Source: an optimization exercise on an open RTL-to-GDS flow (aim: small area and a short achievable clock period). Production flows keep margins and buffers that such runs may drop. Function was checked by simulation only, so behaviour that the tests miss may differ from the original. Power is estimated from default activity; no workload was simulated.

==> flow/design.v <==
module ALU(func, op1, op2, result);
parameter DataWidth = 32;
input [3:0]func;
input [DataWidth-1:0] op1;
input [DataWidth-1:0] op2;
output reg [DataWidth-1:0] result;
localparam ZERO = 0,
        ADD = 1,
        SUB = 2,
        SLL = 3,
        SLT = 4,
        XOR = 5,
        OR = 6, 
        AND = 7,
        SRL = 8,
        SRA = 9,
        SLTU= 10;
always@(*)begin
        case(func)
            ADD:begin
                result <= op1 + op2;
            end
            SUB:begin
                result <= op1 - op2;
            end
            SLL:begin
                result <= (op1 << op2[4:0]);
            end
            SLT:begin
                result <= ($signed(op1) < $signed(op2));
            end
            XOR:begin
                result <= op1 ^ op2;
            end
            OR:begin
                result <= op1 | op2;
            end
            AND:begin
                result <= op1 & op2;
            end
            SRL:begin
               result <= (op1 >> op2[4:0]); 
            end
            SRA:begin
                result <= ({{32{op1[31]}}, op1} >> op2[4:0] );
            end
            SLTU:begin
                result <= op1 < op2;
            end
            default: result <= 0;
        endcase
    end
endmodule
module ALU_Ctrl(opcode, funct3, funct7, alu_funct);
input [6:0]opcode;
input [2:0]funct3;
input [6:0]funct7;
output reg [3:0]alu_funct;
localparam ZERO = 0,
        ADD = 1,
        SUB = 2,
        SLL = 3,
        SLT = 4,
        XOR = 5,
        OR = 6, 
        AND = 7,
        SRL = 8,
        SRA = 9,
        SLTU= 10;
always@(*)begin
    case(opcode)
        7'b0000011:begin     
            alu_funct <= ADD; 
        end                  
        7'b0010011:begin     
            case(funct3)
                0:  alu_funct <= ADD;
                1:  alu_funct <= SLL;
                2:  alu_funct <= SLT;
                3:  alu_funct <= SLTU;
                4:  alu_funct <= XOR;
                5:  alu_funct <= (funct7[5]) ? SRA : SRL;
                6:  alu_funct <= OR;
                7:  alu_funct <= AND;
                default: alu_funct <= ZERO;
            endcase
        end
        7'b1100111:begin     
            alu_funct <= ADD; 
        end
        7'b0100011:begin     
            alu_funct <= ADD; 
        end
        7'b0110011:begin     
            case(funct3)
                0:  alu_funct <= (funct7[5]) ? SUB : ADD;
                1:  alu_funct <= SLL;
                2:  alu_funct <= SLT;
                3:  alu_funct <= SLTU;
                4:  alu_funct <= XOR;
                5:  alu_funct <= (funct7[5]) ? SRA : SRL;
                6:  alu_funct <= OR;
                7:  alu_funct <= AND;
                default: alu_funct <= ZERO;
            endcase
        end
        7'b1100011:begin     
            alu_funct <= ADD;
        end                  
        7'b0110111:begin     
            alu_funct <= ADD; 
        end
        7'b0010111:begin     
            alu_funct <= ADD; 
        end
        7'b1101111:begin     
            alu_funct <= ADD; 
        end
        default: alu_funct <= ZERO;   
    endcase
end
endmodule
module EXE (instruction,instruction_address,reg1_data,reg2_data,immediate,aluop1_source,aluop2_source,mem_alu_result,if_jump_flag,if_jump_address);
input [31:0]instruction;
input [31:0]instruction_address;
input [31:0]reg1_data;
input [31:0]reg2_data;
input [31:0]immediate;
input aluop1_source;
input aluop2_source;
output [31:0]mem_alu_result;
output reg if_jump_flag;
output [31:0]if_jump_address;
wire [6:0] opcode;
wire [2:0] funct3;
wire [6:0] funct7;
wire [4:0] rd;
wire [4:0] uimm;
assign opcode = instruction[6:0];
assign funct3 = instruction[14:12];
assign funct7 = instruction[31:25];
assign rd = instruction[11:7];
assign uimm = instruction[19:15];
wire [3:0] func;
wire [31:0] op1;
wire [31:0] op2;
wire [31:0] result;
ALU u_ALU(.func(func), .op1(op1), .op2(op2), .result(result));
ALU_Ctrl u_ALU_Ctrl(.opcode(opcode), .funct3(funct3), .funct7(funct7), .alu_funct(func));
assign op1 = (aluop1_source == 0) ? reg1_data : instruction_address;
assign op2 = (aluop2_source == 0) ? reg2_data : immediate;
assign mem_alu_result = result;
assign if_jump_address = immediate + ((opcode == 7'b1100111) ? reg1_data : instruction_address);
always @(*)begin
        if((opcode == 7'b1101111) || 
           (opcode == 7'b1100111) || 
           ((opcode == 7'b1100011) && (
           (funct3 == 3'b000 && reg1_data == reg2_data) || 
           (funct3 == 3'b001 && reg1_data != reg2_data) ||
           (funct3 == 3'b100 && ($signed(reg1_data) < $signed(reg2_data)))  ||
           (funct3 == 3'b101 && ($signed(reg1_data) >= $signed(reg2_data))) ||
           (funct3 == 3'b110 && reg1_data < reg2_data) ||
           (funct3 == 3'b111 && reg1_data >= reg2_data)))
        )
        begin
            if_jump_flag <= 1'b1;
        end
        else 
            if_jump_flag <= 1'b0;
    end
endmodule
module ID (clk, rst, instruction, pre_jump_flag_id,instruction_to_exe,instruction_address,instruction_address_to_exe_and_wb,ex_immediate,ex_aluop1_source,ex_aluop2_source,memory_read_enable,memory_write_enable,wb_reg_write_source, read_data1, read_data2, write_data);
input clk,rst;
input  [31:0] instruction;
input pre_jump_flag_id;
input [31:0] instruction_address;
output reg [31:0] instruction_to_exe;
output reg [31:0] instruction_address_to_exe_and_wb;
input [31:0]write_data;
reg [4:0] regs_reg1_read_address;
reg [4:0] regs_reg2_read_address;
output reg [31:0] ex_immediate;
output reg ex_aluop1_source;
output reg ex_aluop2_source;
output reg memory_read_enable;
output reg memory_write_enable;
output reg [1:0] wb_reg_write_source;
reg reg_write_enable;
reg [4:0] reg_write_address;
wire [6:0] opcode;
wire [2:0] funct3;
wire [6:0] funct7;
wire [4:0] rd;
wire [4:0] rs1;
wire [4:0] rs2;
assign opcode = instruction[6:0];
assign funct3 = instruction[14:12];
assign funct7 = instruction[31:25];
assign rd = instruction[11:7];
assign rs1 = instruction[19:15];
assign rs2 = instruction[24:20];
output [31:0]read_data1;
output [31:0]read_data2;
reg [31:0]registers[0:31];
integer i;
assign read_data1 = (regs_reg1_read_address == 0) ? 0 : registers[regs_reg1_read_address];
assign read_data2 = (regs_reg2_read_address == 0) ? 0 : registers[regs_reg2_read_address];
always@(posedge clk or posedge rst)begin
    if(rst)begin
        for (i = 0;i < 32;i = i + 1) begin
            registers[i] <= 0;
        end
    end
    else begin
        if(reg_write_enable && reg_write_address != 0)begin
            registers[reg_write_address] <= write_data;
        end
    end
end
always @(posedge clk or posedge rst)begin
    if(rst)begin
        regs_reg1_read_address <= 5'd0;
        regs_reg2_read_address <= 5'd0;
        ex_immediate <= 32'd0;
        ex_aluop1_source <= 1'd0;
        ex_aluop2_source <= 1'd1;
        memory_read_enable <= 1'd0;
        memory_write_enable <= 1'd0;
        wb_reg_write_source <= 1'd0;
        reg_write_enable <= 1'd1;
        reg_write_address <= 1'd0;
        instruction_to_exe <= 32'h0000_0013;
        instruction_address_to_exe_and_wb <= 32'h00;
    end
    else begin
        regs_reg1_read_address <= (opcode == 7'b0110111)?5'd0:rs1;
        regs_reg2_read_address <= rs2;
        instruction_to_exe <= instruction;
        instruction_address_to_exe_and_wb <= instruction_address;
        case (opcode)
            7'b0010011:ex_immediate <= {{21{instruction[31]}},instruction[30:20]};                    
            7'b0000011:ex_immediate <= {{21{instruction[31]}},instruction[30:20]};                    
            7'b1100111:ex_immediate <= {{21{instruction[31]}},instruction[30:20]};                    
            7'b0100011:ex_immediate <= {{21{instruction[31]}},instruction[30:25],instruction[11:7]};  
            7'b1100011:ex_immediate <= {{20{instruction[31]}},instruction[7],instruction[30:25],instruction[11:8],1'b0};  
            7'b0110111:ex_immediate <= {{{instruction[31:12]}},{12{1'b0}}};                             
            7'b0010111:ex_immediate <= {{{instruction[31:12]}},{12{1'b0}}};                             
            7'b1101111:ex_immediate <= {{12{instruction[31]}},instruction[19:12],instruction[20],instruction[30:21],1'b0};  
            default:   ex_immediate <= {{20{instruction[31]}},instruction[31:20]};
        endcase
        case (opcode)
            7'b1100011:ex_aluop1_source <= 1'b1;  
            7'b0010111:ex_aluop1_source <= 1'b1;  
            7'b1101111:ex_aluop1_source <= 1'b1;  
            default:   ex_aluop1_source <= 1'b0;
        endcase
        ex_aluop2_source <= (opcode == 7'b0110011)?1'b0:1'b1;  
        memory_read_enable <= (opcode == 7'b0000011);        
        memory_write_enable <= (opcode == 7'b0100011);       
        case (opcode)
            7'b0000011 : wb_reg_write_source <= 2'd1;        
            7'b1101111 : wb_reg_write_source <= 2'd3;        
            7'b1100111 : wb_reg_write_source <= 2'd3;        
            default:     wb_reg_write_source <= 2'd0;        
        endcase
        case (opcode)
            7'b0110011:reg_write_enable <= 1'b1;  
            7'b0010011:reg_write_enable <= 1'b1;  
            7'b0000011:reg_write_enable <= 1'b1;  
            7'b0010111:reg_write_enable <= 1'b1;  
            7'b0110111:reg_write_enable <= 1'b1;  
            7'b1101111:reg_write_enable <= 1'b1;  
            7'b1100111:reg_write_enable <= 1'b1;  
            default:   reg_write_enable <= 1'b0;
        endcase
        reg_write_address <= rd;
        if(pre_jump_flag_id)begin
            regs_reg1_read_address <= 5'd0;
            regs_reg2_read_address <= 5'd0;
            ex_immediate <= 32'd0;
            ex_aluop1_source <= 1'd0;
            ex_aluop2_source <= 1'd1;
            memory_read_enable <= 1'd0;
            memory_write_enable <= 1'd0;
            wb_reg_write_source <= 1'd0;
            reg_write_enable <= 1'd1;
            reg_write_address <= 1'd0;
            instruction_to_exe <= 32'h0000_0013;
            instruction_address_to_exe_and_wb <= instruction_address_to_exe_and_wb;
        end
    end
end
endmodule
module IF (clk,rst,jump_flag_id,jump_address_id,instruction_read_data,instruction_address);
input clk,rst;
input jump_flag_id;
input [31:0] jump_address_id;
input [31:0] instruction_read_data;
output reg [31:0] instruction_address;
reg [31:0] pre_instruction_address;
always @(posedge clk or posedge rst)begin
    if(rst)begin
        instruction_address <= 32'h0;
        pre_instruction_address <= 32'h0;
    end
    else begin
        pre_instruction_address <= (jump_flag_id) ? jump_address_id: pre_instruction_address + 32'd4;
        instruction_address <= (jump_flag_id) ? jump_address_id: pre_instruction_address + 32'd4;
    end
end
endmodule
module MemoryAccess(alu_result, reg2_data, memory_read_enable, memory_write_enable, funct3, wb_memory_read_data, address, write_data, write_strobe, read_data); 
parameter DataWidth = 32;
parameter AddrWidth = 32;
parameter WordSize = 4;
parameter ByteBits = 8;
input [DataWidth-1:0]alu_result;
input [DataWidth-1:0]reg2_data;
input memory_read_enable;
input memory_write_enable;
input [2:0]funct3;
output reg [DataWidth-1:0]wb_memory_read_data;
output [AddrWidth-1:0]address;
output reg [DataWidth-1:0]write_data;
output reg [WordSize-1:0]write_strobe;
input [DataWidth-1:0]read_data;
wire [1:0]mem_address_index = alu_result[1:0];
wire [DataWidth-1:0]data = read_data;
assign address = alu_result;
wire [DataWidth-1:0]index_shift = (mem_address_index << 3);
integer i;
always@(*)begin
    write_data <= 0;
    write_strobe <= 0;
    wb_memory_read_data <= 0;
    if(memory_read_enable)begin
        case(funct3)
            3'b000:begin
                case(mem_address_index)
                    0:begin
                        wb_memory_read_data <= {{24{data[7]}}, data[7:0]};
                    end
                    1:begin
                        wb_memory_read_data <= {{24{data[15]}}, data[15:8]};
                    end
                    2:begin
                        wb_memory_read_data <= {{24{data[23]}}, data[23:16]};
                    end
                    default: wb_memory_read_data <= {{24{data[31]}}, data[31:24]};
                endcase
            end
            3'b100:begin
                case(mem_address_index)
                    0:begin
                        wb_memory_read_data <= {{24'd0}, data[7:0]};
                    end
                    1:begin
                        wb_memory_read_data <= {{24'd0}, data[15:8]};
                    end
                    2:begin
                        wb_memory_read_data <= {{24'd0}, data[23:16]};
                    end
                    default: wb_memory_read_data <= {{24'd0}, data[31:24]};
                endcase
            end
            3'b001:begin
                if(mem_address_index == 0)
                    wb_memory_read_data <= {{16{data[15]}}, data[15:0]};
                else
                    wb_memory_read_data <= {{16{data[31]}}, data[31:16]};
            end
            3'b101:begin
                if(mem_address_index == 0)
                    wb_memory_read_data <= {{16'd0}, data[15:0]};
                else
                    wb_memory_read_data <= {{16'd0}, data[31:16]};
            end
            3'b010:begin
                wb_memory_read_data <= data;
            end
            default: wb_memory_read_data <= 0;
        endcase
      end
      else if(memory_write_enable)begin
        write_data <= reg2_data;
        write_strobe <= 0;
        if(funct3 == 3'b000)begin
            write_strobe[mem_address_index] <= 1;
            write_data <= (reg2_data[ByteBits-1:0] << index_shift);
        end
        else if(funct3 == 3'b001)begin
            if(mem_address_index == 0)begin
                for(i=0;i<2;i=i+1)
                    write_strobe[i] <= 1;
                write_data <= reg2_data[15:0];
            end
            else begin
                for(i=2;i<4;i=i+1)begin
                    write_strobe[i] <= 1;
                end
                write_data <= (reg2_data[15:0] << 16);
            end
        end
        else if(funct3 == 3'b010)begin
            for(i=0;i<4;i=i+1)
                write_strobe[i] <= 1;
        end
      end
    end
endmodule
module WriteBack(instruction_address, alu_result, memory_read_data, regs_write_source, regs_write_data);
parameter DataWidth = 32;
parameter AddrWidth = 32;
input [AddrWidth-1:0]instruction_address;
input [DataWidth-1:0]alu_result;
input [DataWidth-1:0]memory_read_data;
input [1:0]regs_write_source;
output reg [DataWidth-1:0]regs_write_data;
always@(*)begin
    if(regs_write_source == 2'd1)
        regs_write_data <= memory_read_data;
    else if(regs_write_source == 2'd3)
        regs_write_data <= instruction_address + 4;
    else 
        regs_write_data <= alu_result;
end
endmodule
module CPU(clk,rst,data_out,instr_out,instr_read,data_read,instr_addr,data_addr,data_write,data_in);
parameter PhysicalRegisterAddrWidth = 5;
parameter DataWidth = 32;
parameter AddrWidth = 32;
parameter WordSize = 4;
parameter ByteBits = 8;
input             clk;                               
input             rst;                               
input      [31:0] data_out;   
input      [31:0] instr_out;  
output            instr_read; 
output     [31:0] instr_addr; 
output            data_read;  
output [31:0] data_addr;  
output [3:0]  data_write; 
output [31:0] data_in;    
wire [11:0] real_data_addr;
assign real_data_addr = data_addr[13:2];
assign instr_read = 1;
wire write_enable;
wire [PhysicalRegisterAddrWidth-1:0]write_address;
wire [DataWidth-1:0]write_data;
wire [PhysicalRegisterAddrWidth-1:0]read_address1;
wire [PhysicalRegisterAddrWidth-1:0]read_address2;
wire [DataWidth-1:0]read_data1;
wire [DataWidth-1:0]read_data2;
wire [31:0] instruction = instr_out;
wire jump_flag_id;
wire [31:0] jump_address_id;
wire [31:0] instruction_address;
assign instr_addr = instruction_address;
IF U_IF(
    .clk(clk),
    .rst(rst),
    .jump_flag_id(jump_flag_id),
    .jump_address_id(jump_address_id),
    .instruction_read_data(instr_out), 
    .instruction_address(instruction_address)
    );
wire [31:0] ex_immediate;
wire ex_aluop1_source;
wire ex_aluop2_source;
wire memory_read_enable;
assign data_read = memory_read_enable;
wire memory_write_enable;
wire [1:0] wb_reg_write_source;
wire [31:0] instruction_to_exe;
wire [31:0] instruction_address_to_exe_and_wb;
ID U_ID(
    .clk(clk),
    .rst(rst),
    .instruction(instr_out),
    .pre_jump_flag_id(jump_flag_id),
    .instruction_to_exe(instruction_to_exe),
    .instruction_address(instruction_address),
    .instruction_address_to_exe_and_wb(instruction_address_to_exe_and_wb),
    .read_data1(read_data1),
    .read_data2(read_data2),
    .write_data(write_data),
    .ex_immediate(ex_immediate),
    .ex_aluop1_source(ex_aluop1_source),
    .ex_aluop2_source(ex_aluop2_source),
    .memory_read_enable(memory_read_enable),
    .memory_write_enable(memory_write_enable),
    .wb_reg_write_source(wb_reg_write_source)
    );
wire [31:0]mem_alu_result;
EXE U_EXE(
    .instruction(instruction_to_exe),
    .instruction_address(instruction_address_to_exe_and_wb),
    .reg1_data(read_data1),
    .reg2_data(read_data2),
    .immediate(ex_immediate),
    .aluop1_source(ex_aluop1_source),
    .aluop2_source(ex_aluop2_source),
    .mem_alu_result(mem_alu_result),
    .if_jump_flag(jump_flag_id),
    .if_jump_address(jump_address_id)
    );
wire [DataWidth-1:0]memory_read_data;
WriteBack U_WB(
    .instruction_address(instruction_address_to_exe_and_wb), 
    .alu_result(mem_alu_result), 
    .memory_read_data(memory_read_data), 
    .regs_write_source(wb_reg_write_source),
    .regs_write_data(write_data)
    );
wire [2:0]funct3;
assign funct3 = instruction_to_exe[14:12];
MemoryAccess U_MemoryAccess(
    .alu_result(mem_alu_result), 
    .reg2_data(read_data2), 
    .memory_read_enable(memory_read_enable),
    .memory_write_enable(memory_write_enable), 
    .funct3(funct3), 
    .wb_memory_read_data(memory_read_data),
    .address(data_addr),
    .write_data(data_in),
    .write_strobe(data_write),
    .read_data(data_out)
    ); 
endmodule
==> flow/run.sh <==
#!/bin/bash
# synth_recipe.tcl (not shown) runs the flow's synth.tcl, then flattens the netlist and writes it again
# the make line also repeats each setting of config.mk as NAME=value (left out here)
make -C /OpenROAD-flow-scripts/flow DESIGN_CONFIG=/design/flow/config.mk WORK_HOME=/design/flow/orfs CLKGATE_MAP_FILE= SYNTH_SCRIPT=/design/flow/synth_recipe.tcl finish
==> flow/config.mk <==
export PLATFORM = sky130hd
export DESIGN_NAME = CPU
export DESIGN_NICKNAME = CPU
export VERILOG_FILES = /design/flow/design.v
export SDC_FILE = /design/flow/constraint.sdc
export NUM_CORES = 4
export LEC_CHECK = 0
export CAP_MARGIN = 20
export CORE_MARGIN = 2
export CORE_UTILIZATION = 30
export PLACE_DENSITY = 0.5
export SETUP_SLACK_MARGIN = 0.5
export SLEW_MARGIN = 20
==> flow/constraint.sdc <==
create_clock -name core_clock -period 12.0 [get_ports {clk}]
set_input_delay 2.4000 -clock core_clock [delete_from_list [all_inputs] [get_ports {clk}]]
set_output_delay 2.4000 -clock core_clock [all_outputs]
set_load 0.01 [all_outputs]
==> results.toml <==
[run_status]
status = "complete, no violations"

[logic_synthesis]
synth-seq-area-share_pct = 37.9
postSynthRegisterBits = 1121
syn_nets = 8976
async_reset_ff_share_pct = 100
netlist_area_um2 = 74100
ys_warn_count = 8
synth-main-ff-cell = "dfrtp_1"
synthCells = 8745
synth_cell_types = 123
syn_avg_cell_area_um2 = 8.47
synth_edf_count = 0

[power]
clockPowerShare_pct = 31.7
power.internal_mw = 8.56
pwr-share-comb_pct = 32.6
pwr_density_cell_nw_per_um2 = 166
power.switching_mw = 5.82
ir_drop_uv = 154
power_frac_seq_pct = 35.7
sw_frac_of_total_pct = 40.5
cellLeakagePower_nw = 38.1
fin_total_pwr_mw = 14.4

[critical_path]
crit_top_cell = "buf_4"
r2r-start = "U_ID.regs_reg1_read_address[2]"
crit_start = "U_ID.regs_reg1_read_address[2]"
reg2reg_depth = 27
r2r_end = "U_ID.registers[9][23]"
endpoint = "data_in[29]"
worst_ep_required_time_ns = 9.60
crit_arrival_ns = 9.06
cp_slowest_cell = "nor4_2"
startpoint_type = "flop"
cp-end-kind = "primary output"
worstPathMaxFanout = 23
max_stage_delay_ns = 0.91
criticalPathCategory = "reg2out"
rrSetupSlack_ns = 2.75

[job]
maxCapViolCount = 0

[grt]
grt_overflow = 0
antenna_found_initial = 59
first_global_vias = 75000
grt_util_all_layers_pct = 40.5
grt_pass1_wl_um = 695000
grt_max_degree = 170

[clock_network]
path_clk_slew_ns = 0.06
clockRootBuffer = "clkbuf_16"
clock_sinks = 1121
clk_path_buf_depth = 3
cts_max_level = 4
cts_tree = "yes"
clk_latency_ns = 0.90
holdBufCountCts = 0
numCtsBuffers = 136

[finish]
fill_cells = 25100
nets = 9022
layout_common_cells = "nor2_1 (1214), dfrtp_1 (1108), nand2_1 (702), a21oi_1 (579), and3_1 (570)"
finalNonFillerCells = 12200
drive_above_1_share_pct = 17.4
final_common_cell = "nor2_1"
fin_util_pct = 35.3
stdcell_area_um2 = 86700
area_delta_synth_final_pct = 17.1

[timing]
slew_headroom_pct = 12.2
rsz0062_at_grt = "yes"
fmax_mhz = 87.3
min_period_ns = 11.46
final_hold_viol_count = 0
clock_skew_ns = 0.0855
finalSetupTns_ns = 0
holdWs_ns = 0.487
fin_ws_ns = 0.540
worst_pin_slew_ns = 1.31
report.final.slew_viol_count = 0
period_share_pct = 95.5
setup_viol = 0

[route]
wl_per_cell_um = 43.4
viasPerCell = 6.80
dr.pass1.iters = 11
ant_nets = 0
vias = 82900
drt-initial-drc-count = 15600
drc_errors = 0
wirelength_um = 528000

[floorplanning]
placeableCoreArea_um2 = 246000
ios = 168
die_h_um = 501
die_area_um2 = 251000
rows = 182
initial_core_util_pct = 30.1
die_x_um = 501

[placed_design]
io_buffers = 166
place_inst = 11800
gp_congestion = 1.06
dpl_cell_area_um2 = 81000
dp_slack_ns = 0.833
hpwl_um = 361000

[worst_hold_path]
hold_path_class = "reg2reg"
==> metal layers <==
| layer | vias up | wire, um | global-route usage [%] |
|---|---|---|---|
| li1 | 32100 | - | - |
| met4 | 36 | 44700 | 28.5 |
| met5 | - | 529 | 0.791 |
| met2 | 7250 | 205000 | 53.9 |
| met3 | 1973 | 71800 | 15.3 |
| met1 | 41500 | 206000 | 53.0 |
==> worst min-delay path by stage <==
stage,startpoint,endpoint,depth (start not counted)
after floorplan,U_ID.registers[3][2],U_ID.registers[3][2],2
after global placement,U_ID.registers[3][2],U_ID.registers[3][2],2
after detailed placement,U_ID.registers[3][2],U_ID.registers[3][2],2
after CTS,U_ID.registers[3][2],U_ID.registers[3][2],2
after global routing,U_ID.registers[7][2],U_ID.registers[7][2],2
final,U_ID.registers[3][2],U_ID.registers[3][2],2
==> cell type report <==
class | instances | area [um2] | share of cell area (%)
Sequential cell | 1121 | 28100 | 32.4
Multi-Input combinational cell | 6650 | 42800 | 49.4
Tap cell | 3220 | 4030 | 4.64
Timing Repair Buffer | 700 | 6140 | 7.07
Inverter | 182 | 687 | 0.792
Clock buffer | 190 | 3970 | 4.58
Antenna cell | 63 | 158 | 0.182
Clock inverter | 57 | 841 | 0.969
==> critical path, delay by kind of cell, from the launching register on <==
kind                     cells  cell delay (ns)
AO/OA/AOI/OAI               12             2.72
adder cells (fa/ha/maj)      1             0.29
buffers and inverters        9             2.42
flip-flops                   1             0.61
AND/OR/NAND/NOR              6             2.08
==> cells by family after synthesis <==
| kind of cell | share of synthesized area (%) |
|---|---|
| compound gates | 24.1 |
| xor+xnor | 1.12 |
| fa+ha+maj | 2.83 |
| buf+inv | 5.88 |
| flops | 37.9 |
| mux | 5.44 |
| other cells | 0.00506 |
| simple gates | 22.7 |
==> power by group through the flow <==
stage / clock (mW) / combinational, mW / sequential (mW)
after CTS: 4.58 / 4.46 / 5.08
final: 4.56 / 4.68 / 5.13
after floorplan: 0 / 2.51 / 4.71
after global placement: 0 / 4.44 / 5.15
after detailed placement: 0 / 4.44 / 5.14
after global routing: 4.73 / 4.86 / 5.14
==> Yosys cell counts, types with 27 or more instances <==
cell / instances / area share (%)
a211o_1: 28 / 0.33
a21o_1: 52 / 0.53
a2111oi_0: 132 / 1.6
a21oi_2: 214 / 2.5
xor2_1: 41 / 0.48
mux2_2: 213 / 3.2
o211ai_1: 28 / 0.28
o21bai_1: 27 / 0.27
dfrtp_1: 1116 / 38
a211oi_1: 61 / 0.62
o22ai_1: 41 / 0.35
mux2i_1: 94 / 1.3
and2_1: 59 / 0.50
nor3_1: 142 / 0.96
nand4_1: 105 / 0.89
buf_2: 182 / 1.2
xnor2_1: 54 / 0.64
clkbuf_1: 502 / 2.5
a31oi_1: 129 / 1.1
and3_1: 571 / 4.8
a22o_1: 36 / 0.43
and4_1: 33 / 0.39
buf_1: 34 / 0.17
ha_1: 162 / 2.7
nand2_1: 725 / 3.7
a22oi_1: 368 / 3.7
a221oi_1: 80 / 0.95
inv_1: 170 / 0.86
o21ai_0: 226 / 1.5
nor2b_1: 33 / 0.28
nor2_1: 1271 / 6.4
a21oi_1: 587 / 4.0
buf_6: 43 / 0.65
nor4_1: 47 / 0.40
o21ai_1: 199 / 1.3
nand2b_1: 34 / 0.29
nand3_1: 262 / 1.8
a21boi_0: 30 / 0.30
buf_4: 35 / 0.35
==> state kept, by name (all words and copies together), names as in the netlist <==
signal                                  cells
U_ID.ex_aluop1_source                       1
U_ID.memory_read_enable                     1
U_ID.instruction_address_to_exe_and_wb     32
U_IF.pre_instruction_address               32
U_ID.regs_reg1_read_address                 5
U_ID.registers                            992
U_ID.reg_write_enable                       1
U_ID.wb_reg_write_source                    2
U_ID.instruction_to_exe                    21
U_ID.memory_write_enable                    1
U_ID.ex_immediate                          32
U_ID.ex_aluop2_source                       1
==> repair_timing <==
action / CTS / global route
pin swaps: 11 / 14
setup endpoints to repair: 48 / 43
buffers inserted: 27 / 31
gates resized for setup: 5 / 22
cloned: 0 / 5

==> separate check: timing with driven ports <==
The results above use ideal ports. As a check the final layout listed here was re-extracted and re-timed, cells and wires unchanged. Step 1 sets driving cells, clkbuf_16 on the clock port and buf_2 on the other inputs (assumed; they add their load-dependent delay and slew). Step 2 adds t to the input delays and takes it off the output delays; t is the mean of the earliest and latest rising clock arrival at the registers after step 1. Input paths then give back, and output paths get back, about the clock's delay inside the block. a / b / c = ideal / step 1 / step 2; a / b = the first two.
t, ns: 0.942
setup WS [ns]: 0.540 / 0.451 / 1.393
hold slack, ns: 0.487 / 0.487 / 0.487
latest minus earliest clock arrival (ns): 0.086 / 0.086
pins driven straight from the clock port: 1
After both steps this run still meets setup and hold. The setup slack of this run moves by -0.089 ns with the drivers and by +0.853 ns with both steps.
